This design comes from an exercise in tuning for small area on the open sky130 flow, not from production work. The RTL was checked by simulation tests, not by an equivalence proof against the original design. Power is estimated from default activity; no workload was simulated.

--- config.mk ---
export PLATFORM = sky130hd
export DESIGN_NAME = FloatingPointAdder
export DESIGN_NICKNAME = FloatingPointAdder
export VERILOG_FILES = /design/flow/design.v
export SDC_FILE = /design/flow/constraint.sdc
export NUM_CORES = 4
export LEC_CHECK = 0
export CAP_MARGIN = 20
export CORE_MARGIN = 2
export CORE_UTILIZATION = 60
export CTS_BUF_LIST = sky130_fd_sc_hd__clkbuf_4 sky130_fd_sc_hd__clkbuf_8
export SLEW_MARGIN = 20
--- constraint.sdc ---
create_clock -name core_clock -period 5.5 [get_ports {clk_pll}]
set_input_delay 1.1000 -clock core_clock [delete_from_list [all_inputs] [get_ports {clk_pll}]]
set_output_delay 1.1000 -clock core_clock [all_outputs]
set_load 0.01 [all_outputs]
--- design.v ---
`timescale 1ns / 1ps
module FloatingPointAdder(
	input wire [26 : 0] in_1,
	input wire [26 : 0] in_2,
	input wire clk_pll,
	output wire [26 : 0] out
    );
	wire s1 = in_1[26];
	wire s2 = in_2[26];
	wire [7:0] e1 = in_1[25:18];
	wire [7:0] e2 = in_2[25:18];
	wire [17:0] f1 = in_1[17:0];
	wire [17:0] f2 = in_2[17:0];
	wire [8:0] ediff = {e1[7], e1} - {e2[7], e2};
	wire elt = ediff[8];
	wire swap = elt | ((e1 == e2) & (f1 < f2));
	wire [7:0] d = elt ? (e2 - e1) : ediff[7:0];
	reg p1_sign;
	reg p1_sub;
	reg [7:0] p1_exp;
	reg [17:0] p1_big;
	reg [17:0] p1_small;
	always @(posedge clk_pll)
	begin
		p1_sign <= swap ? s2 : s1;
		p1_sub <= s1 ^ s2;
		p1_exp <= swap ? e2 : e1;
		p1_big <= swap ? f2 : f1;
		p1_small <= (swap ? f1 : f2) >> d;
	end
	wire [18:0] sum = {1'b0, p1_big} + ({19{p1_sub}} ^ {1'b0, p1_small}) + {18'd0, p1_sub};
	reg [4:0] lz;
	integer i;
	always @(*)
	begin
		lz = 5'd19;
		for (i = 0; i <= 18; i = i + 1)
			if (sum[i]) lz = 18 - i;
	end
	wire zero = ~|sum;
	reg p2_sign;
	reg [7:0] p2_exp;
	reg [17:0] p2_sum;
	reg [4:0] p2_lz;
	always @(posedge clk_pll)
	begin
		p2_sign <= p1_sign & ~zero;
		p2_exp <= p1_exp;
		p2_sum <= sum[17:0];
		p2_lz <= lz;
	end
	wire [18:0] nrm = {1'b0, p2_sum} << p2_lz;
	wire [16:0] frac = nrm[17:1];
	wire [9:0] ex = {{2{p2_exp[7]}}, p2_exp} + 10'd1 - {5'd0, p2_lz};
	wire [7:0] exs = (ex[9] & ~&ex[8:7]) ? 8'h80 :
	                 (~ex[9] & |ex[8:7]) ? 8'h7f : ex[7:0];
	assign out = {p2_sign, exs, 1'b1, frac};
endmodule
--- flow/run.sh ---
#!/bin/bash
# Standard ORFS layout with these changes:
#  - port buffers use the smallest buffer cell (buf_1);
#  - adders use Yosys's default Brent-Kung carry network, not Kogge-Stone;
#  - ABC maps with the area-oriented script flow/area.abc.
# Synthesis is the standard flow's own script (synth_recipe.tcl) with only the ABC call
# changed; registers are unchanged.
set -e
W=$PWD
sed 's|^  log_cmd abc {\*}\$abc_args$|  log_cmd abc -script $::env(MY_ABC_SCRIPT) {*}[lrange $abc_args 2 end]|' \
  $FLOW_HOME/scripts/synth.tcl > $W/synth_mod.tcl
grep -q MY_ABC_SCRIPT $W/synth_mod.tcl
sed "s|source \$::env(SCRIPTS_DIR)/synth.tcl|source $W/synth_mod.tcl|" synth_recipe.tcl > $W/flow_synth.tcl
grep -q synth_mod.tcl $W/flow_synth.tcl
sed "s|SYNTH_SCRIPT=[^ ]*|SYNTH_SCRIPT=$W/flow_synth.tcl|" standard.sh > $W/flow_standard.sh
grep -q flow_synth.tcl $W/flow_standard.sh
export MY_ABC_SCRIPT=$W/flow/area.abc
export BUFFER_PORTS_ARGS="-buffer_cell sky130_fd_sc_hd__buf_1"
export SYNTH_OPERATIONS_ARGS="-nofsm"
bash $W/flow_standard.sh > $W/standard.log 2>&1
--- flow/area.abc ---
strash
balance -l
resub -K 6 -l
rewrite -l
resub -K 6 -N 2 -l
refactor -l
resub -K 8 -l
balance -l
resub -K 8 -N 2 -l
rewrite -l
resub -K 10 -l
rewrite -z -l
resub -K 10 -N 2 -l
balance -l
resub -K 12 -l
refactor -z -l
resub -K 12 -N 2 -l
rewrite -z -l
balance -l
dch -f
amap
topo
stime -c
--- standard.sh ---
#!/bin/bash
# synth_recipe.tcl (not shown) runs the flow's synth.tcl, then flattens the netlist and writes it again
# the make line also repeats each setting of config.mk as NAME=value (left out here)
make -C /OpenROAD-flow-scripts/flow DESIGN_CONFIG=/design/flow/config.mk WORK_HOME=/design/flow/orfs CLKGATE_MAP_FILE= SYNTH_SCRIPT=/design/flow/synth_recipe.tcl "${@:-finish}"
==> flow_summary.json, run 1 <==
{
  "antenna_left": 0,
  "syn_area_um2": 5553,
  "register_area_um2": 1562,
  "gp_congestion": 0.9734,
  "drt_wl_total_um": 13740,
  "pre_cts_slack_ps": 299.2,
  "path_class": "flop to output pin",
  "synth_edf_count": 0,
  "yosysUniqueCellTypes": 39,
  "leakage_nw": 2.417,
  "drt-initial-drc-count": 149,
  "route.detailed.wl_per_inst_um": 14.99,
  "fill_cells": 808,
  "cts_root_buffer": "clkbuf_8",
  "critPathRequiredTime_ps": 4400,
  "min_path_type": "flop to flop",
  "dieArea_um2": 10040,
  "finalSetupViolations": 0,
  "setup_ws_ps": 359.4,
  "finalHoldViolCount": 0,
  "met2_usage_pct": 51.21,
  "dr.pass1.iters": 4,
  "die_h_um": 100.2,
  "gr-total-overflow": 0,
  "grt_pass1_vias": 4916,
  "worst_slew_pin_slew_ps": 636.1,
  "peakVddDrop_mv": 0.1727,
  "mostFrequentLayoutCell": "nor2_1",
  "cts_tree": "built",
  "h-tree-depth": 3,
  "final_util_pct": 68.98,
  "multi_input_area_um2": 3671,
  "synth-seq-cells": 78,
  "slew-limit-headroom_pct": 57.53,
  "period_share_pct": 93.47,
  "cts.reportedPaths.clkPinSlew_ps": 80,
  "rows": 35,
  "avgSynthCellArea_um2": 7.955,
  "drive_above_1_share_pct": 4.094,
  "ys_async_sr_fraction_pct": 0,
  "setup-tns-final_ps": 0,
  "final_cell_mix": "nor2_1 (107), clkinv_1 (80), a21oi_1 (80), buf_1 (80), dfxtp_1 (78)",
  "synthFlopType": "dfxtp_1",
  "slew_violations": 0,
  "place_area_um2": 6098,
  "die_w_um": 100.2,
  "syn_to_final_growth_pct": 13.16,
  "worstPathArrival_ps": 4040,
  "routed_via_density": 5.892,
  "busiest_layer": "met2",
  "crit_fanout": 18,
  "critPathLaunchType": "flop",
  "met3_usage_pct": 3.969,
  "antenna_found_initial": 0,
  "yosys.area.top_type": "dfxtp_1",
  "period_needed_ps": 5141,
  "initial_utilization_pct": 60.96,
  "grt_max_degree": 43,
  "cts_buffer_depth": 2,
  "syn_nets": 832,
  "cts_setup_buffers": 0,
  "vias": 5403,
  "diodes": 0,
  "grt_pass1_wl_um": 22630,
  "cap_violations": 0,
  "fmax_ghz": 0.1945,
  "end_kind": "output pin",
  "rsz0062_at_grt": "false",
  "skew_ps": 18.68,
  "clk_latency_ps": 350,
  "outcome": "finished clean",
  "synthTopCellsByArea": "dfxtp_1 (28%), ha_1 (13%), nor2_1 (7.3%)",
  "ys_warn_count": 1,
  "synth_top_area_share_pct": 28.12,
  "synth-seq-area-share_pct": 28.12,
  "power_density_nw_per_um2": 444.1,
  "drc": 0,
  "grt_use_total_pct": 28.06,
  "stdcell_area_um2": 6284,
  "cts.sink_count": 78,
  "hpwl_um": 11160,
  "io_buffers": 80,
  "final_nets": 935,
  "grtUsageMet1_pct": 33.74,
  "io_pins": 82,
  "core_region_area_um2": 9109,
  "synth_cells": 698,
  "cts_made_buffers": 9
}
[logic make-up (layout without fill, tap and decap cells)]
logic type	Yosys count	count (layout)	share of synthesized area, %
flip-flops	78	78	28.12
buffers and inverters	84	192	5.813
other	1	1	0.06753
AO/OA/AOI/OAI	259	259	29.83
adder cells (fa/ha/maj)	79	79	20.50
AND/OR/NAND/NOR	197	197	15.66
[report_power, final]
group          total (mW)  internal [mW]  leakage, nW  switching (mW)
clock network       0.400          0.198        0.100           0.202
logic                1.59          0.640         1.67           0.948
registers           0.802          0.694        0.651           0.108
[through the flow]
stage,total power [mW],hold slack [ps],instances
after floorplan,1.928,309.6,698
after global placement,2.354,311.4,901
after detailed placement,2.386,312.1,901
after CTS,2.792,330.7,917
after global routing,3.031,337.2,917
final,2.791,330.7,917
[cell type report]
cell class                      count  share of cell area, %
Clock buffer                       13                  2.648
Inverter                           82                  4.918
Timing Repair Buffer               94                  6.651
Multi-Input combinational cell    536                  58.42
Sequential cell                    78                  24.85
Tap cell                          111                  2.210
Clock inverter                      3                 0.2987
[layer usage]
metal	routed length (um)	up-vias	part of all wire, %
li1	-	2762	-
met1	5820	2501	42
met2	7010	121	51
met3	604	19	4.4
met4	306	0	2.2
met5	0	-	0
[repair_timing]
item,CTS,global route
hold buffers,0,0
gates resized for setup,0,1
setup endpoints to repair,0,1
[Yosys cell counts, types with 5 or more instances]
master	number
nor2_1	108
clkinv_1	82
a21oi_1	80
dfxtp_1	78
ha_1	59
o22ai_1	54
nand2_1	31
o21ai_0	31
o22a_1	26
fa_1	20
o221ai_1	18
or2_0	18
a31oi_1	16
nor3_1	11
o21a_1	7
and3_1	6
a21o_1	5
[worst paths after layout]
path | slack [ps] | endpoint | startpoint | depth (start not counted)
min | 330 | p2_exp[2] | p1_exp[2] | 0
min reg2reg | 330 | p2_exp[2] | p1_exp[2] | 0
max reg2reg | 650 | p2_lz[4] | p1_sub | 27
max | 360 | out[22] | p2_lz[2] | 13
[sequential cells by signal, summed over array words and instances (netlist names)]
| register | count |
|---|---|
| p1_exp | 8 |
| p2_sign | 1 |
| p1_small | 18 |
| p1_big | 18 |
| p2_sum | 18 |
| p1_sub | 1 |
| p2_exp | 8 |
| p2_lz | 5 |
| p1_sign | 1 |
[critical path, stage by stage, from the launching register on]
cell and delay [ps]:
dfxtp_1 690, clkinv_1 210, ha_1 360, ha_1 300, a21o_1 160, a21oi_1 290
clkinv_1 110, a21oi_1 160, o21bai_1 120, fa_1 390, o21ai_0 280, and2_0 380
o22ai_1 120, buf_1 140
==> run 2: changes to the inputs <==
--- a/flow/run.sh
+++ b/flow/run.sh
@@ -3,5 +3,6 @@
 #  - port buffers use the smallest buffer cell (buf_1);
 #  - adders use Yosys's default Brent-Kung carry network, not Kogge-Stone;
-#  - ABC maps with the area-oriented script flow/area.abc.
+#  - no full/half-adder cell extraction; ABC maps all logic with the
+#    area-oriented script flow/area.abc.
 # Synthesis is the standard flow's own script (synth_recipe.tcl) with only the ABC call
 # changed; registers are unchanged.
@@ -18,3 +19,4 @@
 export BUFFER_PORTS_ARGS="-buffer_cell sky130_fd_sc_hd__buf_1"
 export SYNTH_OPERATIONS_ARGS="-nofsm"
+export ADDER_MAP_FILE=
 bash $W/flow_standard.sh > $W/standard.log 2>&1
==> run 2 against run 1 <==
Against the previous run:
- sequential share of layout area is 1.9 points higher
- clock skew is 10 ps lower
- still clean
- routed wire length is 7.1% lower
- critical path type is now flop to flop
- highest routed layer unchanged
- non-clock buffer count is 6 higher
- design area is 6.7% lower
- clock power is 28% higher
- critical endpoint is now p2_sign
==> flow_summary.json, run 2 <==
{
  "endpoint": "p2_sign",
  "vias": 5533,
  "synth-seq-area-share_pct": 31.71,
  "yosys.cell_count.top_type": "nor2_1",
  "ys_async_sr_fraction_pct": 0,
  "gr-total-overflow": 0,
  "drc": 0,
  "worstReg2RegEnd": "p2_sign",
  "crit_fanout": 5,
  "synth-seq-cells": 78,
  "synth_edf_count": 0,
  "top_regs": "p1_big: 18 flops, p1_small: 18 flops, p2_sum: 18 flops",
  "grt_max_degree": 43,
  "clk_latency_ps": 350,
  "grt_pass1_vias": 4820,
  "dp.cells": 925,
  "skew_ps": 8.615,
  "yosys-top-cells-count": "nor2_1 (129), clkinv_1 (91), o22ai_1 (84), dfxtp_1 (78), a21oi_1 (62)",
  "cts_buffer_depth": 2,
  "drt_wl_total_um": 12770,
  "clock_power_share_pct": 19.6,
  "grt_use_total_pct": 28.71,
  "worst-path-buf-inv": 0,
  "drt-initial-drc-count": 285,
  "stdcell_area_um2": 5861,
  "io_buffers": 80,
  "cts_tree": "built",
  "peakVddDrop_mv": 0.1653,
  "startpoint": "p1_sub",
  "hold_buffers": 0,
  "final_cell_mix": "nor2_1 (127), clkinv_1 (89), o22ai_1 (84)",
  "gp_congestion": 0.9418,
  "final_nets": 891,
  "outcome": "finished clean",
  "dieArea_um2": 8948,
  "h-tree-depth": 3,
  "synthFlopType": "dfxtp_1",
  "switching_share_pct": 41.20,
  "min_path_type": "flop to flop",
  "diodes": 0,
  "routed_via_density": 5.855,
  "io_pins": 82,
  "synthTopCellsByArea": "dfxtp_1 (32%), o22ai_1 (11%), nor2_1 (9.8%)",
  "cts_root_buffer": "clkbuf_8",
  "cp_common_cell": "nand2_1",
  "hpwl_um": 9889,
  "place_area_um2": 5487,
  "end_kind": "flop",
  "leakage_nw": 2.117,
  "p_sw_mw": 1.069,
  "grt_pass1_wl_um": 20660,
  "finalSetupViolations": 0,
  "slew_violations": 0,
  "r2r.worst_path.cells": 46,
  "syn_nets": 782,
  "comb_power_share_pct": 51.0,
  "die_w_um": 94.60,
  "cpLargestDelayFamily": "simple AND/OR/NAND/NOR gates",
  "yosys.area.top_type": "dfxtp_1",
  "power_density_nw_per_um2": 442.6,
  "die_h_um": 94.60,
  "period_needed_ps": 5113,
  "p_seq_share_pct": 29.4,
  "synth_top_area_share_pct": 31.71,
  "worst_slew_pin_slew_ps": 606.9,
  "cts.reportedPaths.clkPinSlew_ps": 80,
  "reg2reg_slack_ps": 390,
  "reg2reg_from": "p1_sub",
  "syn_to_final_growth_pct": 19.00,
  "syn_area_um2": 4925,
  "antenna_found_initial": 0,
  "critPathRequiredTime_ps": 5730,
  "cap_violations": 0,
  "critPathMaxStageDelay_ps": 360,
  "yosysUniqueCellTypes": 34,
  "drive_above_1_share_pct": 7.738,
  "avgSynthCellArea_um2": 6.774,
  "dr.pass1.iters": 5,
  "period_share_pct": 92.96,
  "route.detailed.wl_per_inst_um": 13.51,
  "fmax_ghz": 0.1956,
  "rows": 33,
  "critPathLaunchType": "flop",
  "ys_warn_count": 1,
  "fin_cells": 945,
  "slew-limit-headroom_pct": 59.23,
  "mostFrequentLayoutCell": "nor2_1",
  "core_region_area_um2": 8093,
  "initial_utilization_pct": 60.85,
  "finalHoldViolCount": 0,
  "path_class": "flop to flop",
  "cts_made_buffers": 9,
  "cp_slowest_cell": "dfxtp_4",
  "p_int_mw": 1.525,
  "cp.depth": 46,
  "synth_cells": 727,
  "worstPathArrival_ps": 5340,
  "antenna_left": 0,
  "cts.sink_count": 78
}
[run 2: cell types whose count changed in the layout (fill, tap and decap cells not counted), moves of 20 or more]
cell     change
ha_1        -59
o22ai_1     +30
a21oi_1     -24
nand2_1     +24
fa_1        -20
nor2_1      +20
[run 2: metrics by stage]
stage	power (mW)	TNS (ps)	hold slack (ps)	utilization [%]	setup WS, ps
after floorplan	1.680	0	309.6	-	22.72
after global placement	1.990	0	312.9	67.80	283.4
after detailed placement	2.013	0	312.8	67.80	19.45
after CTS	2.537	0	324.7	71.18	12.13
after global routing	2.800	-345.2	334.3	72.42	-225.5
final	2.594	0	322.7	72.42	387.4
[run 2: worst min-delay path by stage]
stage / start / end / slack (ps) / depth (start not counted)
global placement: p1_exp[4] / p2_exp[4] / 310 / 0
finish: p1_exp[7] / p2_exp[7] / 320 / 0
global route: p1_exp[0] / p2_exp[0] / 330 / 0
detailed placement: p1_exp[2] / p2_exp[2] / 310 / 0
CTS: p1_exp[7] / p2_exp[7] / 320 / 0
floorplan: p1_exp[0] / p2_exp[0] / 310 / 0
[run 2: layout make-up]
| class | instances | area (um^2) |
|---|---|---|
| Timing Repair Buffer | 100 | 462.9 |
| Fill cell | 701 | 2232 |
| Tap cell | 105 | 131.4 |
| Clock inverter | 5 | 106.4 |
| Multi-Input combinational cell | 556 | 3109 |
| Clock buffer | 10 | 137.6 |
| Inverter | 91 | 346.6 |
| Sequential cell | 78 | 1567 |
[run 2: power groups by stage]
stage          logic [mW]  registers, mW  clock network (mW)
2_1_floorplan       0.920          0.759                   0
3_3_place_gp         1.22          0.768                   0
3_5_place_dp         1.24          0.771                   0
4_1_cts              1.27          0.759               0.512
5_1_grt              1.48          0.777               0.538
6_report             1.32          0.762               0.510
[run 2: routing by layer]
layer	vias to the layer above	wire, um	global-route usage (%)
li1	2870	-	-
met4	0	291	9.541
met5	-	0	0
met1	2464	5720	34.87
met3	28	643	4.789
met2	171	6112	51.49
[run 2: cell families after synthesis]
logic type / share of synthesized area (%)
AND/OR/NAND/NOR: 22.03
AO/OA/AOI/OAI: 38.77
flip-flops: 31.71
buffers and inverters: 7.241
XOR/XNOR: 0.1779
other: 0.07615
[run 2: timing repair]
action / 4_1_cts / 5_1_grt
setup buffers: 2 / 3
pin swaps: 2 / 6
setup endpoints to repair: 1 / 14
resized for setup: 7 / 38
hold endpoints to repair: 0 / 0
==> run 3: changes to the inputs <==
--- a/config.mk
+++ b/config.mk
@@ -9,4 +9,4 @@
 export CORE_MARGIN = 2
 export CORE_UTILIZATION = 60
-export CTS_BUF_LIST = sky130_fd_sc_hd__clkbuf_4 sky130_fd_sc_hd__clkbuf_8
+export CTS_BUF_LIST = sky130_fd_sc_hd__clkbuf_4
 export SLEW_MARGIN = 20
==> run 3 against run 2 <==
Against the previous run:
- via count is 0.47% higher
- register-to-register slack gained 30 ps
- critical path depth shrank 3
- sequential power is essentially flat
- power shrank 4.2%
- combinational power hardly changed
- design area down 1.4%
- worst setup slack improved by 28 ps
- largest power group unchanged
==> flow_summary.json, run 3 <==
{
  "endpoint": "p2_sign",
  "die_w_um": 94.60,
  "cts.sink_count": 78,
  "grt_pass1_vias": 4772,
  "cts_tree": "built",
  "top_regs": "p1_big: 18 flops, p1_small: 18 flops, p2_sum: 18 flops",
  "synthAdderAreaFrac_pct": 0,
  "ys_warn_count": 1,
  "leakage_nw": 2.083,
  "final_nets": 889,
  "period_share_pct": 92.45,
  "drt_wl_total_um": 12530,
  "synth_mux_area_share_pct": 0,
  "final_cell_mix": "nor2_1 (128), clkinv_1 (90), o22ai_1 (84)",
  "synth-compound-area-share_pct": 38.77,
  "dp.cells": 925,
  "yosys-top-cells-count": "nor2_1 (129), clkinv_1 (91), o22ai_1 (84), dfxtp_1 (78), a21oi_1 (62)",
  "synth_top_family_by_area": "compound AO/OA/AOI/OAI gates",
  "vias": 5559,
  "slew-limit-headroom_pct": 59.25,
  "skew_ps": 14.27,
  "cap_violations": 0,
  "cts_root_buffer": "clkbuf_4",
  "period_needed_ps": 5085,
  "r2r.worst_path.cells": 43,
  "fin_cells": 943,
  "yosys.area.top_type": "dfxtp_1",
  "grt_max_degree": 43,
  "syn_nets": 782,
  "ys_async_sr_fraction_pct": 0,
  "fmax_ghz": 0.1967,
  "cts_buffer_depth": 2,
  "synth-seq-area-share_pct": 31.71,
  "min_path_type": "flop to flop",
  "yosysUniqueCellTypes": 34,
  "critPathRequiredTime_ps": 5810,
  "critPathLaunchType": "flop",
  "rows": 33,
  "cts_made_buffers": 9,
  "final_util_pct": 71.43,
  "fill_cells": 720,
  "slew_violations": 0,
  "antenna_left": 0,
  "antenna_found_initial": 0,
  "hold_buffers": 0,
  "drt-initial-drc-count": 256,
  "avgSynthCellArea_um2": 6.774,
  "worstReg2RegEnd": "p2_sign",
  "drive_above_1_share_pct": 7.279,
  "yosys.cell_count.top_type": "nor2_1",
  "grt_pass1_wl_um": 20370,
  "reg2reg_from": "p1_sub",
  "synth-simple-area-share_pct": 22.03,
  "synth-seq-cells": 78,
  "finalSetupViolations": 0,
  "crit_fanout": 5,
  "worstPathArrival_ps": 5400,
  "route.detailed.wl_per_inst_um": 13.29,
  "cp_common_cell": "nand2_1",
  "diodes": 0,
  "peakVddDrop_mv": 0.1426,
  "finalHoldViolCount": 0,
  "mostFrequentLayoutCell": "nor2_1",
  "critPathMaxStageDelay_ps": 360,
  "worst_slew_pin_slew_ps": 606.6,
  "synth_edf_count": 0,
  "hpwl_um": 9889,
  "synthFlopType": "dfxtp_1",
  "h-tree-depth": 3,
  "drc": 0,
  "synth_cells": 727,
  "startpoint": "p1_sub",
  "io_buffers": 80,
  "gr-total-overflow": 0,
  "dr.pass1.iters": 5,
  "grt_use_total_pct": 28.31,
  "synth_xor_area_share_pct": 0.1778,
  "reg2reg_slack_ps": 420,
  "clk_latency_ps": 420,
  "cp.depth": 43,
  "cp_slowest_cell": "dfxtp_2",
  "syn_area_um2": 4925,
  "synth_top_area_share_pct": 31.71,
  "path_class": "flop to flop",
  "dieArea_um2": 8948,
  "cts.reportedPaths.clkPinSlew_ps": 110,
  "io_pins": 82,
  "gp_congestion": 0.9418,
  "die_h_um": 94.60,
  "hold_ws_ps": 328.8,
  "cpLargestDelayFamily": "simple AND/OR/NAND/NOR gates",
  "routed_via_density": 5.895,
  "synthTopCellsByArea": "dfxtp_1 (32%), o22ai_1 (11%), nor2_1 (9.8%)",
  "register_area_um2": 1564,
  "core_region_area_um2": 8093,
  "multi_input_area_um2": 3113,
  "worst-path-buf-inv": 1,
  "power_density_nw_per_um2": 429.9,
  "outcome": "finished clean",
  "initial_utilization_pct": 60.85,
  "end_kind": "flop",
  "syn_to_final_growth_pct": 17.38
}
## run 3: timing repair
action                     in CTS  in global routing
setup endpoints to repair       1                  8
gates cloned                    0                  0
hold endpoints to repair        0                  0
resized for setup               2                 38
setup buffers                   0                  3
pin swaps                       0                  6
## run 3: worst min path at each step
| stage | startpoint | to | cells after the start | slack [ps] |
|---|---|---|---|---|
| 2_1_floorplan | p1_exp[0] | p2_exp[0] | 0 | 310 |
| 3_3_place_gp | p1_exp[4] | p2_exp[4] | 0 | 310 |
| 3_5_place_dp | p1_exp[2] | p2_exp[2] | 0 | 310 |
| 4_1_cts | p1_exp[7] | p2_exp[7] | 0 | 330 |
| 5_1_grt | p1_exp[7] | p2_exp[7] | 0 | 340 |
| 6_report | p1_exp[7] | p2_exp[7] | 0 | 330 |
## run 3: kinds of logic (layout without fill, tap and decap cells)
group / count (synthesis) / count (layout)
XOR/XNOR: 1 / 1
AO/OA/AOI/OAI: 304 / 304
flip-flops: 78 / 78
other: 1 / 1
buffers and inverters: 93 / 204
AND/OR/NAND/NOR: 250 / 250
## run 3: where the power goes
part	total, mW	switching, mW	internal [mW]
Combinational	1.31	0.788	0.526
Clock	0.410	0.183	0.228
Sequential	0.761	0.0791	0.682
## run 3: per-layer routing
layer	up-vias	wire length [um]	part of all wire, %	global-route usage (%)
met3	21	676	5.4	4.230
li1	2872	-	-	-
met2	191	6088	49	51.01
met1	2475	5541	44	34.43
met5	-	0	0	0
met4	0	223	1.8	9.541
## run 3: cell type report
class	instances	area share, %
Multi-Input combinational cell	556	53.85
Tap cell	105	2.273
Clock inverter	6	1.905
Inverter	91	5.996
Timing Repair Buffer	98	7.749
Sequential cell	78	27.06
Clock buffer	9	1.169
## run 3: worst register-to-register path: cells and delay by family (launching register included)
kind / cells / cell delay [ps]
flip-flops: 1 / 360
buffers and inverters: 1 / 150
AO/OA/AOI/OAI: 20 / 1890
AND/OR/NAND/NOR: 22 / 2580
## run 3: per-stage QoR
stage / power, mW / setup TNS, ps / worst slack, ps / cell area, um^2
after floorplan: 1.680 / 0 / 22.72 / 4945
after global placement: 1.990 / 0 / 283.4 / 5487
after detailed placement: 2.013 / 0 / 19.45 / 5487
after CTS: 2.428 / 0 / 27.60 / 5667
after global routing: 2.693 / -315.3 / -215.8 / 5781
final: 2.485 / 0 / 415.1 / 5781
==> run 4: changes to the inputs <==
--- a/config.mk
+++ b/config.mk
@@ -9,4 +9,6 @@
 export CORE_MARGIN = 2
 export CORE_UTILIZATION = 60
-export CTS_BUF_LIST = sky130_fd_sc_hd__clkbuf_4
+export CTS_BUF_LIST = sky130_fd_sc_hd__clkbuf_8
+export CTS_CLUSTER_DIAMETER = 60
+export CTS_CLUSTER_SIZE = 30
 export SLEW_MARGIN = 20
==> run 4 against run 3 <==
Against the previous run:
- combinational power about the same
- global-route usage grew 0.40 points
- sequential share of layout area shrank 0.33 points
- synthesized area did not move
- largest power group unchanged
==> flow_summary.json, run 4 <==
{
  "antenna_found_initial": 0,
  "gr-total-overflow": 0,
  "cts.reportedPaths.clkPinSlew_ps": 80,
  "synth-seq-area-share_pct": 31.71,
  "worstReg2RegEnd": "p2_sign",
  "yosys-top-cells-count": "nor2_1 (129), clkinv_1 (91), o22ai_1 (84), dfxtp_1 (78), a21oi_1 (62)",
  "cts_buffer_depth": 2,
  "slew_violations": 0,
  "dr.pass1.iters": 5,
  "drt-initial-drc-count": 285,
  "h-tree-depth": 3,
  "skew_ps": 8.615,
  "synth_cells": 727,
  "r2r.worst_path.cells": 46,
  "grt_pass1_wl_um": 20660,
  "vias": 5533,
  "end_kind": "flop",
  "reg2reg_slack_ps": 390,
  "synthFlopType": "dfxtp_1",
  "cts_root_buffer": "clkbuf_8",
  "gp_congestion": 0.9418,
  "cap_violations": 0,
  "peakVddDrop_mv": 0.1653,
  "io_pins": 82,
  "dieArea_um2": 8948,
  "io_buffers": 80,
  "final_util_pct": 72.42,
  "leakage_nw": 2.117,
  "min_path_type": "flop to flop",
  "syn_area_um2": 4925,
  "path_class": "flop to flop",
  "mostFrequentLayoutCell": "nor2_1",
  "syn_nets": 782,
  "crit_fanout": 5,
  "drive_above_1_share_pct": 7.738,
  "fill_cells": 701,
  "hold-path-cell-count": 0,
  "routed_via_density": 5.855,
  "diodes": 0,
  "hp-start": "p1_exp[7]",
  "period_share_pct": 92.96,
  "cp_slowest_cell": "dfxtp_4",
  "reg2reg_from": "p1_sub",
  "slew-limit-headroom_pct": 59.23,
  "rows": 33,
  "route.detailed.wl_per_inst_um": 13.51,
  "die_h_um": 94.60,
  "grt_max_degree": 43,
  "register_area_um2": 1567,
  "initial_utilization_pct": 60.85,
  "die_w_um": 94.60,
  "syn_to_final_growth_pct": 19.00,
  "final_cell_mix": "nor2_1 (127), clkinv_1 (89), o22ai_1 (84)",
  "antenna_left": 0,
  "avgSynthCellArea_um2": 6.774,
  "critPathMaxStageDelay_ps": 360,
  "core_region_area_um2": 8093,
  "clk_latency_ps": 350,
  "finalHoldViolCount": 0,
  "yosysUniqueCellTypes": 34,
  "power_density_nw_per_um2": 442.6,
  "drc": 0,
  "cp_common_cell": "nand2_1",
  "yosys.cell_count.top_type": "nor2_1",
  "grt_use_total_pct": 28.71,
  "hold_end": "p2_exp[7]",
  "critPathRequiredTime_ps": 5730,
  "period_needed_ps": 5113,
  "fmax_ghz": 0.1956,
  "hpwl_um": 9889,
  "synthTopCellsByArea": "dfxtp_1 (32%), o22ai_1 (11%), nor2_1 (9.8%)",
  "fin_total_pwr_mw": 2.594,
  "worst_slew_pin_slew_ps": 606.9,
  "worstPathArrival_ps": 5340,
  "grt_pass1_vias": 4820,
  "multi_input_area_um2": 3109,
  "synth-seq-cells": 78,
  "yosys.area.top_type": "dfxtp_1",
  "ys_async_sr_fraction_pct": 0,
  "synth_top_area_share_pct": 31.71,
  "cts_tree": "built",
  "cts_made_buffers": 9,
  "outcome": "finished clean",
  "cts.sink_count": 78,
  "finalSetupViolations": 0,
  "synth_edf_count": 0,
  "top_regs": "p1_big: 18 flops, p1_small: 18 flops, p2_sum: 18 flops",
  "final_nets": 891,
  "critPathLaunchType": "flop",
  "ys_warn_count": 1,
  "drt_wl_total_um": 12770
}
==> run 4: how the worst max path moves through the flow <==
stage | startpoint | endpoint | slack [ps]
4_1_cts | p1_sub | p2_sign | 10
3_3_place_gp | p1_sub | p2_sign | 280
6_report | p1_sub | p2_sign | 390
2_1_floorplan | in_1[19] | p1_small[1] | 20
3_5_place_dp | p1_sub | p2_sign | 20
5_1_grt | p1_sub | p2_sign | -230
==> run 4: layout make-up <==
class	instances	share of cell area, %
multi-input cells	556	53.05
flip-flops and latches	78	26.73
repair buffers	100	7.899
inverters	91	5.914
clock buffers	10	2.348
well taps	105	2.242
clock inverters	5	1.815
==> run 4: stage by stage <==
step,hold slack [ps],TNS (ps),setup slack (ps),area [um^2],instances
finish,322.7,0,387.4,5861,945
global route,334.3,-345.2,-225.5,5861,945
CTS,324.7,0,12.13,5761,942
detailed placement,312.8,0,19.45,5487,925
global placement,312.9,0,283.4,5487,925
floorplan,309.6,0,22.72,4945,727
==> run 4: what timing repair did <==
action	CTS	global route
pin swaps	2	6
buffers inserted	2	3
setup endpoints to repair	1	14
hold buffers	0	0
cloned	0	0
gates resized for setup	7	38
hold endpoints to repair	0	0
==> run 4: cells by family after synthesis <==
group                     synth area share (%)
xor gates and xnor gates                0.1779
and+or+nand+nor                          22.03
AOI/OAI and AO/OA                        38.77
other                                  0.07615
buffers and inverters                    7.241
DFF                                      31.71
==> run 4: where the power goes <==
part / switching [mW] / leakage, nW / internal [mW]
clock: 0.197 / 0.119 / 0.313
sequential: 0.0797 / 0.652 / 0.682
combinational: 0.792 / 1.35 / 0.530
total: 1.07 / 2.12 / 1.53
==> run 4: per-layer routing <==
metal	part of all wire, %	global-route usage [%]	vias to the layer above
li1	-	-	2870
met1	45	34.87	2464
met2	48	51.49	171
met3	5.0	4.789	28
met4	2.3	9.541	0
met5	0	0	-
==> run 4: worst max-delay path, delay by kind of cell (launching register included) <==
family | cells | cell delay [ps]
and+or+nand+nor | 24 | 2520
AOI/OAI and AO/OA | 22 | 2090
DFF | 1 | 360
==> run 5: changes to the inputs <==
--- a/config.mk
+++ b/config.mk
@@ -8,7 +8,8 @@
 export CAP_MARGIN = 20
 export CORE_MARGIN = 2
-export CORE_UTILIZATION = 60
+export CORE_UTILIZATION = 70
 export CTS_BUF_LIST = sky130_fd_sc_hd__clkbuf_8
-export CTS_CLUSTER_DIAMETER = 60
-export CTS_CLUSTER_SIZE = 30
+export CTS_CLUSTER_DIAMETER = 100
+export CTS_CLUSTER_SIZE = 40
+export PLACE_DENSITY = 0.75
 export SLEW_MARGIN = 20
==> run 5 against run 4 <==
Against the previous run:
- now fails the layout checks on negative setup slack
- worst hold slack better by 8.8 ps
- critical endpoint unchanged
- design area up 0.13%
- combinational power increased by 8%
- non-clock buffer count shrank 1
- global-route usage grew 9.1 points
- synthesized area did not move
- synthesized cell count is the same
==> flow_summary.json, run 5 <==
{
  "drt-initial-drc-count": 823,
  "cts_tree": "built",
  "finalHoldViolCount": 0,
  "final_nets": 890,
  "h-tree-depth": 3,
  "dr.pass1.iters": 12,
  "rows": 30,
  "cts.reportedPaths.clkPinSlew_ps": 90,
  "syn_area_um2": 4925,
  "die_w_um": 87.88,
  "cts_made_buffers": 9,
  "path_class": "flop to flop",
  "yosys.area.top_type": "dfxtp_1",
  "cts_root_buffer": "clkbuf_8",
  "worst_slew_pin_slew_ps": 759.6,
  "io_buffers": 80,
  "gp_congestion": 0.9771,
  "yosys-top-cells-count": "nor2_1 (129), clkinv_1 (91), o22ai_1 (84), dfxtp_1 (78), a21oi_1 (62)",
  "route.detailed.wl_per_inst_um": 16.80,
  "slew-limit-headroom_pct": 48.97,
  "register_area_um2": 1567,
  "cts_buffer_depth": 2,
  "yosysUniqueCellTypes": 34,
  "ys_warn_count": 1,
  "initial_utilization_pct": 72.49,
  "fill_cells": 394,
  "synth-seq-cells": 78,
  "vias": 6158,
  "grt_pass1_vias": 5145,
  "clk_latency_ps": 370,
  "worstPathArrival_ps": 5900,
  "peakVddDrop_mv": 0.2252,
  "hold_ws_ps": 331.5,
  "setup-tns-final_ps": -183.9,
  "gr-total-overflow": 0,
  "syn_nets": 782,
  "crit_fanout": 7,
  "synthTopCellsByArea": "dfxtp_1 (32%), o22ai_1 (11%), nor2_1 (9.8%)",
  "antenna_left": 0,
  "slew_violations": 0,
  "synth_cells": 727,
  "outcome": "finished with violations",
  "dieArea_um2": 7722,
  "period_share_pct": 103.1,
  "hpwl_um": 9922,
  "violatedChecks": "negative setup slack",
  "grt_pass1_wl_um": 23080,
  "ys_async_sr_fraction_pct": 0,
  "antenna_found_initial": 0,
  "final_util_pct": 86.37,
  "critPathLaunchType": "flop",
  "routed_via_density": 6.579,
  "hold_buffers": 0,
  "fmax_ghz": 0.1763,
  "min_path_type": "flop to flop",
  "setup_ws_ps": -172.9,
  "final_cell_mix": "nor2_1 (126), clkinv_1 (88), o22ai_1 (84)",
  "skew_ps": 15.96,
  "synth-seq-area-share_pct": 31.71,
  "yosys.cell_count.top_type": "nor2_1",
  "synth_edf_count": 0,
  "critPathRequiredTime_ps": 5730,
  "die_h_um": 87.88,
  "avgSynthCellArea_um2": 6.774,
  "end_kind": "flop",
  "diodes": 0,
  "period_needed_ps": 5673,
  "grt_max_degree": 43,
  "drc": 0,
  "io_pins": 82,
  "multi_input_area_um2": 3172,
  "syn_to_final_growth_pct": 19.16,
  "finalSetupViolations": 2,
  "cp_common_cell": "o21ai_2",
  "cp_slowest_cell": "dfxtp_4",
  "top_regs": "p1_big: 18 flops, p1_small: 18 flops, p2_sum: 18 flops",
  "cts.sink_count": 78,
  "grt_use_total_pct": 37.85,
  "critPathMaxStageDelay_ps": 390,
  "drt_wl_total_um": 15720,
  "synthFlopType": "dfxtp_1",
  "synth_top_area_share_pct": 31.71,
  "leakage_nw": 2.120,
  "power_density_nw_per_um2": 449.7,
  "drive_above_1_share_pct": 9.405,
  "cap_violations": 0,
  "core_region_area_um2": 6794,
  "mostFrequentLayoutCell": "nor2_1"
}
run 5: cell families (layout without fill, tap and decap cells):
group | Yosys count | in the layout | share of synthesized area, %
flip-flops | 78 | 78 | 31.71
XOR/XNOR | 1 | 1 | 0.1779
other | 1 | 1 | 0.07615
AND/OR/NAND/NOR | 250 | 250 | 22.03
buffers and inverters | 93 | 206 | 7.241
AO/OA/AOI/OAI | 304 | 304 | 38.77
run 5: routing by layer:
metal / up-vias / track usage [%] / routed length [um] / share of wire (%)
met3: 134 / 7.069 / 1495 / 9.5
met1: 2729 / 42.90 / 5837 / 37
li1: 2868 / - / - / -
met2: 427 / 67.08 / 7242 / 46
met5: - / 0 / 0 / 0
met4: 0 / 20.28 / 1149 / 7.3
run 5: worst max-delay path: cells and delay by family, from the launching register on:
family,cells,cell delay [ps]
DFF,1,390
AOI/OAI and AO/OA,22,2280
and+or+nand+nor,24,2830
run 5: repair_timing:
action	in CTS	in global routing
pin swaps	3	5
setup buffers	3	3
setup endpoints to repair	5	19
resized for setup	22	43
gates cloned	0	0
run 5: final cells by class:
| type | instances | area share (%) |
|---|---|---|
| clock inverters | 7 | 1.279 |
| inverters | 91 | 5.928 |
| repair buffers | 99 | 7.889 |
| multi-input cells | 556 | 54.05 |
| well taps | 96 | 2.047 |
| clock buffers | 9 | 2.111 |
| flip-flops and latches | 78 | 26.70 |
run 5: worst paths after layout:
kind / cells after the start / startpoint / end / slack [ps]
worst max-delay path: 46 / p1_sub / p2_sign / -170
worst min-delay path: 0 / p1_exp[3] / p2_exp[3] / 330
worst max register to register: 46 / p1_sub / p2_sign / -170
worst min register to register: 0 / p1_exp[3] / p2_exp[3] / 330
run 5: per-stage QoR:
| stage | setup WS [ps] | area (um^2) | std cells | power [mW] |
|---|---|---|---|---|
| 2_1_floorplan | 22.72 | 4945 | 727 | 1.680 |
| 3_3_place_gp | 284.5 | 5460 | 914 | 1.970 |
| 3_5_place_dp | -421.9 | 5460 | 914 | 2.018 |
| 4_1_cts | 13.37 | 5736 | 933 | 2.462 |
| 5_1_grt | -362.9 | 5868 | 936 | 2.785 |
| 6_report | -172.9 | 5868 | 936 | 2.639 |
run 5: where the power goes:
| group | total, mW | internal (mW) | switching (mW) |
|---|---|---|---|
| registers | 0.777 | 0.682 | 0.0948 |
| logic | 1.43 | 0.543 | 0.891 |
| clock network | 0.427 | 0.211 | 0.217 |
==> run 6: changes to the inputs <==
--- a/flow/run.sh
+++ b/flow/run.sh
@@ -20,3 +20,4 @@
 export SYNTH_OPERATIONS_ARGS="-nofsm"
 export ADDER_MAP_FILE=
+export CTS_ARGS="-sink_clustering_enable -repair_clock_nets -buf_list sky130_fd_sc_hd__clkbuf_8 -dont_use_dummy_load"
 bash $W/flow_standard.sh > $W/standard.log 2>&1
--- a/config.mk
+++ b/config.mk
@@ -8,8 +8,5 @@
 export CAP_MARGIN = 20
 export CORE_MARGIN = 2
-export CORE_UTILIZATION = 70
+export CORE_UTILIZATION = 60
 export CTS_BUF_LIST = sky130_fd_sc_hd__clkbuf_8
-export CTS_CLUSTER_DIAMETER = 100
-export CTS_CLUSTER_SIZE = 40
-export PLACE_DENSITY = 0.75
 export SLEW_MARGIN = 20
==> run 6 against run 5 <==
Against the previous run:
- synthesized area unchanged
- power down 9.5%
- critical path type unchanged
- sequential power down 2%
- sequential share of layout area up 0.57 points
- maximum frequency up 10%
- worst hold slack worse by 33 ps
- cell count up 0.21%
- now clean on timing, DRC and antenna
==> flow_summary.json, run 6 <==
{
  "initial_utilization_pct": 60.85,
  "drc": 0,
  "worstPathArrival_ps": 5350,
  "grt_pass1_vias": 4747,
  "gp_congestion": 0.9418,
  "final_cell_mix": "nor2_1 (127), clkinv_1 (89), o22ai_1 (84)",
  "antenna_left": 0,
  "min_path_type": "flop to flop",
  "cts_tree": "built",
  "die_h_um": 94.60,
  "multi_input_area_um2": 3115,
  "synth_xor_area_share_pct": 0.1778,
  "worst-path-buf-inv": 0,
  "cp_common_cell": "nand2_1",
  "synth-compound-area-share_pct": 38.77,
  "gr-total-overflow": 0,
  "mostFrequentLayoutCell": "nor2_1",
  "io_buffers": 80,
  "grt_max_degree": 43,
  "end_kind": "flop",
  "cp_slowest_cell": "dfxtp_2",
  "critPathLaunchType": "flop",
  "synth_mux_area_share_pct": 0,
  "die_w_um": 94.60,
  "drt-initial-drc-count": 237,
  "finalHoldViolCount": 0,
  "synthAdderAreaFrac_pct": 0,
  "cts_buffer_depth": 2,
  "yosys-top-cells-count": "nor2_1 (129), clkinv_1 (91), o22ai_1 (84), dfxtp_1 (78), a21oi_1 (62)",
  "antenna_found_initial": 0,
  "power_density_nw_per_um2": 416.4,
  "synth_top_family_by_area": "compound AO/OA/AOI/OAI gates",
  "diodes": 0,
  "leakage_nw": 2.063,
  "critPathMaxStageDelay_ps": 350,
  "outcome": "finished clean",
  "synthTopCellsByArea": "dfxtp_1 (32%), o22ai_1 (11%), nor2_1 (9.8%)",
  "fill_cells": 727,
  "crit_fanout": 5,
  "syn_to_final_growth_pct": 16.49,
  "clk_latency_ps": 340,
  "yosys.area.top_type": "dfxtp_1",
  "final_nets": 890,
  "route.detailed.wl_per_inst_um": 13.43,
  "register_area_um2": 1564,
  "cts_root_buffer": "clkbuf_8",
  "grt_use_total_pct": 28.18,
  "dieArea_um2": 8948,
  "final_util_pct": 70.89,
  "worst_slew_pin_slew_ps": 650.2,
  "cpLargestDelayFamily": "simple AND/OR/NAND/NOR gates",
  "hold_ws_ps": 298.3,
  "top_regs": "p1_big: 18 flops, p1_small: 18 flops, p2_sum: 18 flops",
  "drt_wl_total_um": 12590,
  "fmax_ghz": 0.1946,
  "slew_violations": 0,
  "synth-simple-area-share_pct": 22.03,
  "critPathRequiredTime_ps": 5710,
  "core_region_area_um2": 8093,
  "synth_top_area_share_pct": 31.71,
  "yosys.cell_count.top_type": "nor2_1",
  "synth-seq-cells": 78,
  "period_share_pct": 93.43,
  "grt_pass1_wl_um": 20310,
  "cts_made_buffers": 9,
  "h-tree-depth": 3,
  "peakVddDrop_mv": 0.1583,
  "cap_violations": 0,
  "vias": 5540,
  "finalSetupViolations": 0,
  "syn_area_um2": 4925,
  "period_needed_ps": 5139,
  "synthFlopType": "dfxtp_1",
  "synth-seq-area-share_pct": 31.71,
  "drive_above_1_share_pct": 6.963,
  "io_pins": 82,
  "avgSynthCellArea_um2": 6.774,
  "ys_warn_count": 1,
  "yosysUniqueCellTypes": 34,
  "ys_async_sr_fraction_pct": 0,
  "hpwl_um": 9889,
  "skew_ps": 25.17,
  "slew-limit-headroom_pct": 56.32,
  "cts.sink_count": 78,
  "synth_cells": 727,
  "rows": 33,
  "routed_via_density": 5.906,
  "syn_nets": 782,
  "path_class": "flop to flop",
  "dr.pass1.iters": 6,
  "synth_edf_count": 0,
  "cts.reportedPaths.clkPinSlew_ps": 70
}
run 6: cell counts after synthesis:
Identical to the previous run, type by type.
run 6: worst paths after layout:
check | start | to | slack [ps] | depth (start not counted)
worst max register to register | p1_sub | p2_sign | 360 | 46
worst max-delay path | p1_sub | p2_sign | 360 | 46
worst min register to register | p1_exp[7] | p2_exp[7] | 300 | 0
worst min-delay path | p1_exp[7] | p2_exp[7] | 300 | 0
run 6: routing by layer:
layer / vias to the layer above / wire length, um / GRT usage (%)
met1: 2488 / 5651 / 34.51
met3: 24 / 614 / 3.831
met5: - / 0 / 0
met2: 165 / 6083 / 50.48
met4: 0 / 244 / 10.14
li1: 2863 / - / -
run 6: final cells by class:
cell class	instances	share of cell area (%)
clock buffer	9	2.159
inverter	91	6.041
multi-input combinational	556	54.31
sequential	78	27.26
tap	105	2.290
timing repair buffer	99	7.939
run 6: stage by stage:
step / instances / TNS [ps] / power, mW / instance area [um^2] / setup slack [ps]
after global routing: 938 / -629.5 / 2.597 / 5737 / -318.9
final: 938 / 0 / 2.389 / 5737 / 361.2
after floorplan: 727 / 0 / 1.680 / 4945 / 22.72
after CTS: 934 / 0 / 2.327 / 5618 / 6.707
after detailed placement: 925 / 0 / 2.013 / 5487 / 19.45
after global placement: 925 / 0 / 1.990 / 5487 / 283.4
run 6: timing repair:
action,4_1_cts,5_1_grt
pin swaps,0,6
resized for setup,3,38
setup buffers,0,4
setup endpoints to repair,1,12
hold buffers,0,0
run 6: report_power, final:
part | total [mW] | leakage, nW | internal [mW] | switching (mW)
Clock | 0.308 | 0.0647 | 0.146 | 0.162
Sequential | 0.763 | 0.652 | 0.683 | 0.0795
Combinational | 1.32 | 1.35 | 0.528 | 0.790
run 6: cell families after synthesis:
logic type / Yosys count
AO/OA/AOI/OAI: 304
XOR/XNOR: 1
AND/OR/NAND/NOR: 250
buffers and inverters: 93
flip-flops: 78
other: 1
==> run 7: changes to the inputs <==
--- a/flow/run.sh
+++ b/flow/run.sh
@@ -20,4 +20,4 @@
 export SYNTH_OPERATIONS_ARGS="-nofsm"
 export ADDER_MAP_FILE=
-export CTS_ARGS="-sink_clustering_enable -repair_clock_nets -buf_list sky130_fd_sc_hd__clkbuf_8 -dont_use_dummy_load"
+export CTS_ARGS="-sink_clustering_enable -repair_clock_nets -buf_list sky130_fd_sc_hd__clkbuf_4 -dont_use_dummy_load"
 bash $W/flow_standard.sh > $W/standard.log 2>&1
--- a/config.mk
+++ b/config.mk
@@ -9,4 +9,4 @@
 export CORE_MARGIN = 2
 export CORE_UTILIZATION = 60
-export CTS_BUF_LIST = sky130_fd_sc_hd__clkbuf_8
+export CTS_BUF_LIST = sky130_fd_sc_hd__clkbuf_4
 export SLEW_MARGIN = 20
==> run 7 against run 6 <==
Against the previous run:
- sequential cell count is the same
- sequential share of layout area grew 0.32 points
- largest power group unchanged
- largest cell class unchanged
- synthesized area stayed put
==> flow_summary.json, run 7 <==
{
  "synth_cells": 727,
  "synth-seq-area-share_pct": 31.71,
  "routed_via_density": 5.891,
  "skew_ps": 41.19,
  "antenna_found_initial": 0,
  "hold_buffers": 0,
  "fin_cells": 937,
  "worstReg2RegEnd": "p2_sign",
  "yosys.cell_count.top_type": "nor2_1",
  "antenna_left": 0,
  "yosys.area.top_type": "dfxtp_1",
  "diodes": 0,
  "cts.sink_count": 78,
  "r2r.worst_path.cells": 43,
  "yosysUniqueCellTypes": 34,
  "outcome": "finished clean",
  "core_region_area_um2": 8093,
  "critPathRequiredTime_ps": 5790,
  "synth_top_area_share_pct": 31.71,
  "slew_violations": 0,
  "fill_cells": 735,
  "crit_fanout": 5,
  "dieArea_um2": 8948,
  "reg2reg_slack_ps": 430,
  "worstPathArrival_ps": 5350,
  "initial_utilization_pct": 60.85,
  "route.detailed.wl_per_inst_um": 13.34,
  "drt-initial-drc-count": 230,
  "stdcell_area_um2": 5670,
  "drc": 0,
  "cts_root_buffer": "clkbuf_4",
  "min_path_type": "flop to flop",
  "cap_violations": 0,
  "setup-tns-final_ps": 0,
  "synth_edf_count": 0,
  "cts_made_buffers": 9,
  "mostFrequentLayoutCell": "nor2_1",
  "period_needed_ps": 5067,
  "grt_pass1_wl_um": 20390,
  "finalHoldViolCount": 0,
  "rows": 33,
  "end_kind": "flop",
  "fmax_ghz": 0.1973,
  "clk_latency_ps": 420,
  "cp.depth": 43,
  "io_pins": 82,
  "worst-path-buf-inv": 1,
  "avgSynthCellArea_um2": 6.774,
  "syn_nets": 782,
  "ys_async_sr_fraction_pct": 0,
  "vias": 5520,
  "finalSetupViolations": 0,
  "dr.pass1.iters": 4,
  "cts_tree": "built",
  "die_h_um": 94.60,
  "cp_common_cell": "nand2_1",
  "hpwl_um": 9889,
  "period_share_pct": 92.13,
  "die_w_um": 94.60,
  "power_density_nw_per_um2": 406.9,
  "grt_pass1_vias": 4743,
  "peakVddDrop_mv": 0.1360,
  "pre_cts_slack_ps": 19.45,
  "cts_buffer_depth": 2,
  "fin_total_pwr_mw": 2.307,
  "critPathMaxStageDelay_ps": 350,
  "synth-seq-cells": 78,
  "synthTopCellsByArea": "dfxtp_1 (32%), o22ai_1 (11%), nor2_1 (9.8%)",
  "final_cell_mix": "nor2_1 (128), clkinv_1 (89), o22ai_1 (84)",
  "reg2reg_from": "p1_sub",
  "top_regs": "p1_big: 18 flops, p1_small: 18 flops, p2_sum: 18 flops",
  "grt_max_degree": 43,
  "cp_slowest_cell": "dfxtp_2",
  "cpLargestDelayFamily": "simple AND/OR/NAND/NOR gates",
  "drive_above_1_share_pct": 6.731,
  "path_class": "flop to flop",
  "startpoint": "p1_sub",
  "io_buffers": 80,
  "hold_ws_ps": 283.7,
  "gr-total-overflow": 0,
  "leakage_nw": 2.035,
  "worst_slew_pin_slew_ps": 623.2,
  "endpoint": "p2_sign",
  "slew-limit-headroom_pct": 58.14,
  "syn_area_um2": 4925,
  "final_util_pct": 70.07,
  "cts.reportedPaths.clkPinSlew_ps": 120,
  "syn_to_final_growth_pct": 15.14,
  "h-tree-depth": 3,
  "gp_congestion": 0.9418,
  "place_area_um2": 5487,
  "setup_ws_ps": 432.8,
  "final_nets": 889,
  "synthFlopType": "dfxtp_1",
  "grt_use_total_pct": 28.34,
  "drt_wl_total_um": 12500,
  "yosys-top-cells-count": "nor2_1 (129), clkinv_1 (91), o22ai_1 (84), dfxtp_1 (78), a21oi_1 (62)",
  "ys_warn_count": 1,
  "dp.cells": 925,
  "critPathLaunchType": "flop"
}
[run 7: cell counts after synthesis]
Identical to the previous run, type by type.
[run 7: routing by layer]
metal  wire [um]  GRT usage (%)  vias up
met5           0              0        -
met4         303          9.903        0
met3         626          4.469       30
met2        5962          50.18      177
met1        5606          34.91     2451
li1            -              -     2862
[run 7: area by class of cell]
| class | count | area (um^2) | share of cell area (%) |
|---|---|---|---|
| sequential | 78 | 1564 | 27.58 |
| tap | 105 | 131.4 | 2.317 |
| inverter | 91 | 346.6 | 6.112 |
| clock buffer | 9 | 67.56 | 1.192 |
| timing repair buffer | 98 | 447.9 | 7.899 |
| multi-input combinational | 556 | 3113 | 54.90 |
[run 7: how the worst min path moves through the flow]
stage	start	end	slack, ps	depth (start not counted)
after floorplan	p1_exp[0]	p2_exp[0]	310	0
after global placement	p1_exp[4]	p2_exp[4]	310	0
after detailed placement	p1_exp[2]	p2_exp[2]	310	0
after CTS	p1_exp[7]	p2_exp[7]	290	0
after global routing	p1_exp[7]	p2_exp[7]	290	0
final	p1_exp[7]	p2_exp[7]	280	0
[run 7: cell families after synthesis]
| kind of cell | count (synthesis) | share of synthesized area, % |
|---|---|---|
| flops | 78 | 31.71 |
| xor+xnor | 1 | 0.1779 |
| compound gates | 304 | 38.77 |
| buf+inv | 93 | 7.241 |
| other cells | 1 | 0.07615 |
| simple gates | 250 | 22.03 |
[run 7: timing repair]
item,4_1_cts,5_1_grt
gates cloned,0,0
pin swaps,0,6
setup endpoints to repair,1,8
setup buffers,0,3
resized for setup,1,39
[run 7: worst register-to-register path, delay by kind of cell (launching register included)]
family                 cells  cell delay, ps
AO/OA/AOI/OAI             20            1870
buffers and inverters      1             150
flip-flops                 1             350
AND/OR/NAND/NOR           22            2580
[run 7: power breakdown]
part           total, mW  internal, mW  leakage [nW]  switching (mW)
combinational       1.31         0.526          1.34           0.787
clock              0.233        0.0761        0.0414           0.157
sequential         0.761         0.682         0.652          0.0791
==> run 8: changes to the inputs <==
--- a/flow/run.sh
+++ b/flow/run.sh
@@ -2,4 +2,5 @@
 # Standard ORFS layout with these changes:
 #  - port buffers use the smallest buffer cell (buf_1);
+#  - clock tree of clkbuf_4 cells, without dummy balancing loads;
 #  - adders use Yosys's default Brent-Kung carry network, not Kogge-Stone;
 #  - no full/half-adder cell extraction; ABC maps all logic with the
--- a/config.mk
+++ b/config.mk
@@ -10,3 +10,4 @@
 export CORE_UTILIZATION = 60
 export CTS_BUF_LIST = sky130_fd_sc_hd__clkbuf_4
+export GPL_TIMING_DRIVEN = 0
 export SLEW_MARGIN = 20
==> run 8 against run 7 <==
Against the previous run:
- critical path type unchanged
- die area is the same
- still clean
- critical path depth grew 3
- worst hold slack gained 16 ps
- design area grew 0.68%
- routed wire length grew 0.10%
- sequential power grew 1%
==> flow_summary.json, run 8 <==
{
  "cap_violations": 0,
  "routed_via_density": 5.872,
  "cp_slowest_cell": "dfxtp_4",
  "finalHoldViolCount": 0,
  "antenna_left": 0,
  "yosysUniqueCellTypes": 34,
  "power_density_nw_per_um2": 402.3,
  "syn_area_um2": 4925,
  "die_h_um": 94.60,
  "period_share_pct": 92.33,
  "diodes": 0,
  "syn_to_final_growth_pct": 15.93,
  "synth_edf_count": 0,
  "ys_async_sr_fraction_pct": 0,
  "dr.pass1.iters": 6,
  "critPathMaxStageDelay_ps": 370,
  "gr-total-overflow": 0,
  "synth_cells": 727,
  "rows": 33,
  "mostFrequentLayoutCell": "nor2_1",
  "leakage_nw": 2.047,
  "route.detailed.wl_per_inst_um": 13.34,
  "cp_common_cell": "nand2_1",
  "yosys.area.top_type": "dfxtp_1",
  "top_regs": "p1_big: 18 flops, p1_small: 18 flops, p2_sum: 18 flops",
  "ys_warn_count": 1,
  "grt_pass1_vias": 4585,
  "fin_total_pwr_mw": 2.297,
  "period_needed_ps": 5078,
  "avgSynthCellArea_um2": 6.774,
  "io_pins": 82,
  "die_w_um": 94.60,
  "clk_latency_ps": 400,
  "fin_cells": 938,
  "syn_nets": 782,
  "drt_wl_total_um": 12510,
  "cts_buffer_depth": 2,
  "synth-seq-cells": 78,
  "peakVddDrop_mv": 0.1423,
  "final_cell_mix": "nor2_1 (126), clkinv_1 (85), o22ai_1 (81)",
  "end_kind": "flop",
  "cts_tree": "built",
  "cts.sink_count": 78,
  "critPathLaunchType": "flop",
  "path_class": "flop to flop",
  "drt-initial-drc-count": 297,
  "vias": 5508,
  "final_nets": 890,
  "skew_ps": 35.87,
  "slew-limit-headroom_pct": 27.40,
  "yosys-top-cells-count": "nor2_1 (129), clkinv_1 (91), o22ai_1 (84), dfxtp_1 (78), a21oi_1 (62)",
  "synth-seq-area-share_pct": 31.71,
  "yosys.cell_count.top_type": "nor2_1",
  "io_buffers": 80,
  "grt_pass1_wl_um": 20010,
  "fill_cells": 745,
  "synth_top_area_share_pct": 31.71,
  "critPathRequiredTime_ps": 5780,
  "fmax_ghz": 0.1969,
  "grt_use_total_pct": 27.78,
  "cts.reportedPaths.clkPinSlew_ps": 110,
  "synthFlopType": "dfxtp_1",
  "antenna_found_initial": 0,
  "drive_above_1_share_pct": 8.163,
  "hold_buffers": 0,
  "worst_slew_pin_slew_ps": 1088,
  "synthTopCellsByArea": "dfxtp_1 (32%), o22ai_1 (11%), nor2_1 (9.8%)",
  "gp_congestion": 0.9056,
  "core_region_area_um2": 8093,
  "crit_fanout": 7,
  "finalSetupViolations": 0,
  "dieArea_um2": 8948,
  "h-tree-depth": 3,
  "drc": 0,
  "dp.cells": 914,
  "cts_root_buffer": "clkbuf_4",
  "grt_max_degree": 37,
  "initial_utilization_pct": 60.85,
  "outcome": "finished clean",
  "min_path_type": "flop to flop",
  "cts_made_buffers": 9,
  "hpwl_um": 9329,
  "slew_violations": 0,
  "worstPathArrival_ps": 5360
}
## run 8: area by class of cell
| class | count | area (um^2) | area share (%) |
|---|---|---|---|
| multi-input cells | 558 | 3159 | 55.34 |
| flip-flops and latches | 78 | 1567 | 27.44 |
| well taps | 105 | 131.4 | 2.301 |
| inverters | 91 | 357.8 | 6.268 |
| repair buffers | 95 | 411.6 | 7.210 |
| plain buffers | 2 | 15.01 | 0.2630 |
| clock buffers | 9 | 67.56 | 1.183 |
## run 8: logic make-up after synthesis
logic type	synth area share, %
buffers and inverters	7.241
DFF	31.71
other	0.07615
AOI/OAI and AO/OA	38.77
and+or+nand+nor	22.03
xor gates and xnor gates	0.1779
## run 8: repair_timing
item	CTS	global route
setup buffers	5	8
gates cloned	2	0
gates resized for setup	17	38
pin swaps	3	4
endpoints found under the setup margin	25	31
## run 8: report_power, final
group	total [mW]	switching (mW)	internal, mW
clock	0.229	0.153	0.0762
sequential	0.770	0.0878	0.682
combinational	1.30	0.776	0.522
## run 8: final timing paths
path | depth (start not counted) | start | endpoint | slack, ps
worst max-delay path | 46 | p1_sub | p2_sign | 420
worst min-delay path | 0 | p1_exp[7] | p2_exp[7] | 300
worst max register to register | 46 | p1_sub | p2_sign | 420
worst min register to register | 0 | p1_exp[7] | p2_exp[7] | 300
## run 8: worst max-delay path, delay by kind of cell, from the launching register on
family	cells	cell delay, ps
AO/OA/AOI/OAI	22	2030
flip-flops	1	370
AND/OR/NAND/NOR	24	2560
## run 8: stage by stage
| step | setup TNS [ps] | hold slack (ps) | worst slack, ps | cell area (um^2) | utilization (%) |
|---|---|---|---|---|---|
| floorplan | 0 | 309.6 | 22.72 | 4945 | - |
| global placement | -19050 | 312.8 | -1124 | 5376 | 66.43 |
| detailed placement | -23490 | 312.8 | -1209 | 5391 | 66.62 |
| CTS | 0 | 292.2 | 18.24 | 5545 | 68.52 |
| global route | -95.78 | 285.6 | -95.78 | 5709 | 70.55 |
| finish | 0 | 299.3 | 421.9 | 5709 | 70.55 |
## run 8: routing by layer
layer	part of all wire (%)	vias up	routed length [um]	GRT usage (%)
met5	0	-	0	0
met4	1.8	0	230	10.14
met3	5.6	20	695	2.953
met2	47	195	5943	48.33
met1	45	2427	5642	35.65
li1	-	2866	-	-
==> run 9: changes to the inputs <==
--- a/config.mk
+++ b/config.mk
@@ -10,4 +10,4 @@
 export CORE_UTILIZATION = 60
 export CTS_BUF_LIST = sky130_fd_sc_hd__clkbuf_4
-export GPL_TIMING_DRIVEN = 0
+export PLACE_DENSITY = 0.7
 export SLEW_MARGIN = 20
==> run 9 against run 8 <==
Against the previous run:
- die area is the same
- combinational power hardly changed
- largest power group unchanged
- worst setup slack gained 11 ps
- power is 0.44% higher
- core utilization shrank 0.48 points
- routed wire length is 0.10% lower
- via count increased by 0.22%
==> flow_summary.json, run 9 <==
{
  "synth_cells": 727,
  "yosys.area.top_type": "dfxtp_1",
  "route.detailed.wl_per_inst_um": 13.34,
  "die_w_um": 94.60,
  "yosys-top-cells-count": "nor2_1 (129), clkinv_1 (91), o22ai_1 (84), dfxtp_1 (78), a21oi_1 (62)",
  "synthFlopType": "dfxtp_1",
  "cp_common_cell": "nand2_1",
  "grt_pass1_wl_um": 20390,
  "rows": 33,
  "dr.pass1.iters": 4,
  "grt_use_total_pct": 28.34,
  "die_h_um": 94.60,
  "slew-limit-headroom_pct": 58.14,
  "antenna_found_initial": 0,
  "reg2reg_slack_ps": 430,
  "power_density_nw_per_um2": 406.9,
  "skew_ps": 41.19,
  "yosysUniqueCellTypes": 34,
  "initial_utilization_pct": 60.85,
  "critPathMaxStageDelay_ps": 350,
  "worstReg2RegEnd": "p2_sign",
  "fmax_ghz": 0.1973,
  "synth-seq-cells": 78,
  "cts_made_buffers": 9,
  "h-tree-depth": 3,
  "grt_max_degree": 43,
  "min_path_type": "flop to flop",
  "peakVddDrop_mv": 0.1360,
  "finalSetupViolations": 0,
  "avgSynthCellArea_um2": 6.774,
  "syn_to_final_growth_pct": 15.14,
  "ys_async_sr_fraction_pct": 0,
  "final_util_pct": 70.07,
  "fin_total_pwr_mw": 2.307,
  "leakage_nw": 2.035,
  "outcome": "finished clean",
  "period_needed_ps": 5067,
  "end_kind": "flop",
  "syn_area_um2": 4925,
  "switching_share_pct": 44.36,
  "core_region_area_um2": 8093,
  "clk_latency_ps": 420,
  "p_int_mw": 1.284,
  "hpwl_um": 9889,
  "clock_power_share_pct": 10.1,
  "pre_cts_slack_ps": 19.45,
  "synth-seq-area-share_pct": 31.71,
  "final_nets": 889,
  "finalHoldViolCount": 0,
  "drt_wl_total_um": 12500,
  "ys_warn_count": 1,
  "cpLargestDelayFamily": "simple AND/OR/NAND/NOR gates",
  "p_seq_share_pct": 33.0,
  "fin_cells": 937,
  "cap_violations": 0,
  "drc": 0,
  "drive_above_1_share_pct": 6.731,
  "p_sw_mw": 1.023,
  "top_regs": "p1_big: 18 flops, p1_small: 18 flops, p2_sum: 18 flops",
  "path_class": "flop to flop",
  "slew_violations": 0,
  "comb_power_share_pct": 56.9,
  "cts.reportedPaths.clkPinSlew_ps": 120,
  "worstPathArrival_ps": 5350,
  "synth_edf_count": 0,
  "final_cell_mix": "nor2_1 (128), clkinv_1 (89), o22ai_1 (84)",
  "vias": 5520,
  "antenna_left": 0,
  "reg2reg_from": "p1_sub",
  "critPathLaunchType": "flop",
  "cts_tree": "built",
  "cts_buffer_depth": 2,
  "grt_pass1_vias": 4743,
  "routed_via_density": 5.891,
  "diodes": 0,
  "critPathRequiredTime_ps": 5790,
  "yosys.cell_count.top_type": "nor2_1",
  "synth_top_area_share_pct": 31.71,
  "startpoint": "p1_sub",
  "worst_slew_pin_slew_ps": 623.2,
  "period_share_pct": 92.13,
  "endpoint": "p2_sign",
  "r2r.worst_path.cells": 43,
  "mostFrequentLayoutCell": "nor2_1",
  "hold_buffers": 0,
  "gr-total-overflow": 0,
  "cts_root_buffer": "clkbuf_4",
  "crit_fanout": 5,
  "cp_slowest_cell": "dfxtp_2",
  "gp_congestion": 0.9418,
  "place_area_um2": 5487,
  "synthTopCellsByArea": "dfxtp_1 (32%), o22ai_1 (11%), nor2_1 (9.8%)",
  "drt-initial-drc-count": 230,
  "worst-path-buf-inv": 1,
  "io_buffers": 80,
  "dp.cells": 925,
  "stdcell_area_um2": 5670,
  "dieArea_um2": 8948,
  "syn_nets": 782,
  "cp.depth": 43,
  "cts.sink_count": 78,
  "setup_ws_ps": 432.8,
  "io_pins": 82
}
[run 9: cell counts after synthesis]
Identical to the previous run, type by type.
[run 9: per-stage QoR]
stage	setup TNS [ps]	hold slack, ps
final	0	283.7
after global routing	-272.7	292.8
after CTS	0	285.9
after detailed placement	0	312.8
after global placement	0	312.9
after floorplan	0	309.6
[run 9: timing repair]
item                       CTS  global route
resized for setup            1            39
pin swaps                    0             6
setup endpoints to repair    1             8
buffers inserted             0             3
[run 9: layer usage]
metal	track usage [%]	part of all wire [%]	vias to the layer above
met3	4.469	5.0	30
met2	50.18	48	177
li1	-	-	2862
met1	34.91	45	2451
met4	9.903	2.4	0
met5	0	0	-
[run 9: worst min-delay path by stage]
stage | start | end | slack, ps | cells past startpoint
after global routing | p1_exp[7] | p2_exp[7] | 290 | 0
after CTS | p1_exp[7] | p2_exp[7] | 290 | 0
after detailed placement | p1_exp[2] | p2_exp[2] | 310 | 0
final | p1_exp[7] | p2_exp[7] | 280 | 0
after global placement | p1_exp[4] | p2_exp[4] | 310 | 0
after floorplan | p1_exp[0] | p2_exp[0] | 310 | 0
[run 9: cell type report]
cell class	instances	area (um^2)
Clock buffer	9	67.56
Fill cell	735	2422
Inverter	91	346.6
Multi-Input combinational cell	556	3113
Sequential cell	78	1564
Tap cell	105	131.4
Timing Repair Buffer	98	447.9
[run 9: cell families (layout without fill, tap and decap cells)]
| family | Yosys count | in the layout | share of synthesized area, % |
|---|---|---|---|
| xor+xnor | 1 | 1 | 0.1779 |
| flops | 78 | 78 | 31.71 |
| other cells | 1 | 1 | 0.07615 |
| simple gates | 250 | 250 | 22.03 |
| buf+inv | 93 | 198 | 7.241 |
| compound gates | 304 | 304 | 38.77 |
[run 9: power groups by stage]
stage	Combinational, mW	Clock (mW)	Sequential [mW]
2_1_floorplan	0.920	0	0.759
3_3_place_gp	1.22	0	0.768
3_5_place_dp	1.24	0	0.771
4_1_cts	1.25	0.235	0.758
5_1_grt	1.48	0.257	0.776
6_report	1.31	0.233	0.761

==> separate check: timing with driven ports <==
The results above use ideal ports. As a check the final layouts listed here were re-extracted and re-timed, cells and wires unchanged.
Step 1 assumes that a clkbuf_16 drives the clock port and a buf_2 every other input.
Step 2, shift: input delay + t, output delay - t, t = (earliest + latest rising clock arrival at the registers) / 2. This alone moves slack from input paths to output paths.
Three values: ideal, step 1, step 2; two values: the first two.
| run | shift t [ns] | slack for setup (ns) | clock arrival spread, ns | cell pins on the clock port's net |
|---|---|---|---|---|
| run 1 | 0.369 | 0.359 / 0.326 / 0.355 | 0.018 / 0.019 | 1 |
| run 2 | 0.371 | 0.387 / 0.387 / 0.103 | 0.009 / 0.009 | 1 |
| run 3 | 0.440 | 0.415 / 0.415 / 0.088 | 0.015 / 0.016 | 1 |
| run 4 | 0.371 | 0.387 / 0.387 / 0.103 | 0.009 / 0.009 | 1 |
| run 5 | 0.392 | -0.173 / -0.173 / -0.173 | 0.016 / 0.016 | 1 |
| run 6 | 0.359 | 0.361 / 0.361 / 0.097 | 0.027 / 0.027 | 1 |
| run 7 | 0.427 | 0.433 / 0.433 / 0.099 | 0.043 / 0.043 | 1 |
| run 8 | 0.412 | 0.422 / 0.422 / 0.036 | 0.038 / 0.037 | 1 |
| run 9 | 0.427 | 0.433 / 0.433 / 0.099 | 0.043 / 0.043 | 1 |
For run 8, which loses most, drivers alone change the setup slack by 0.000 ns; drivers and shift together by -0.386 ns.
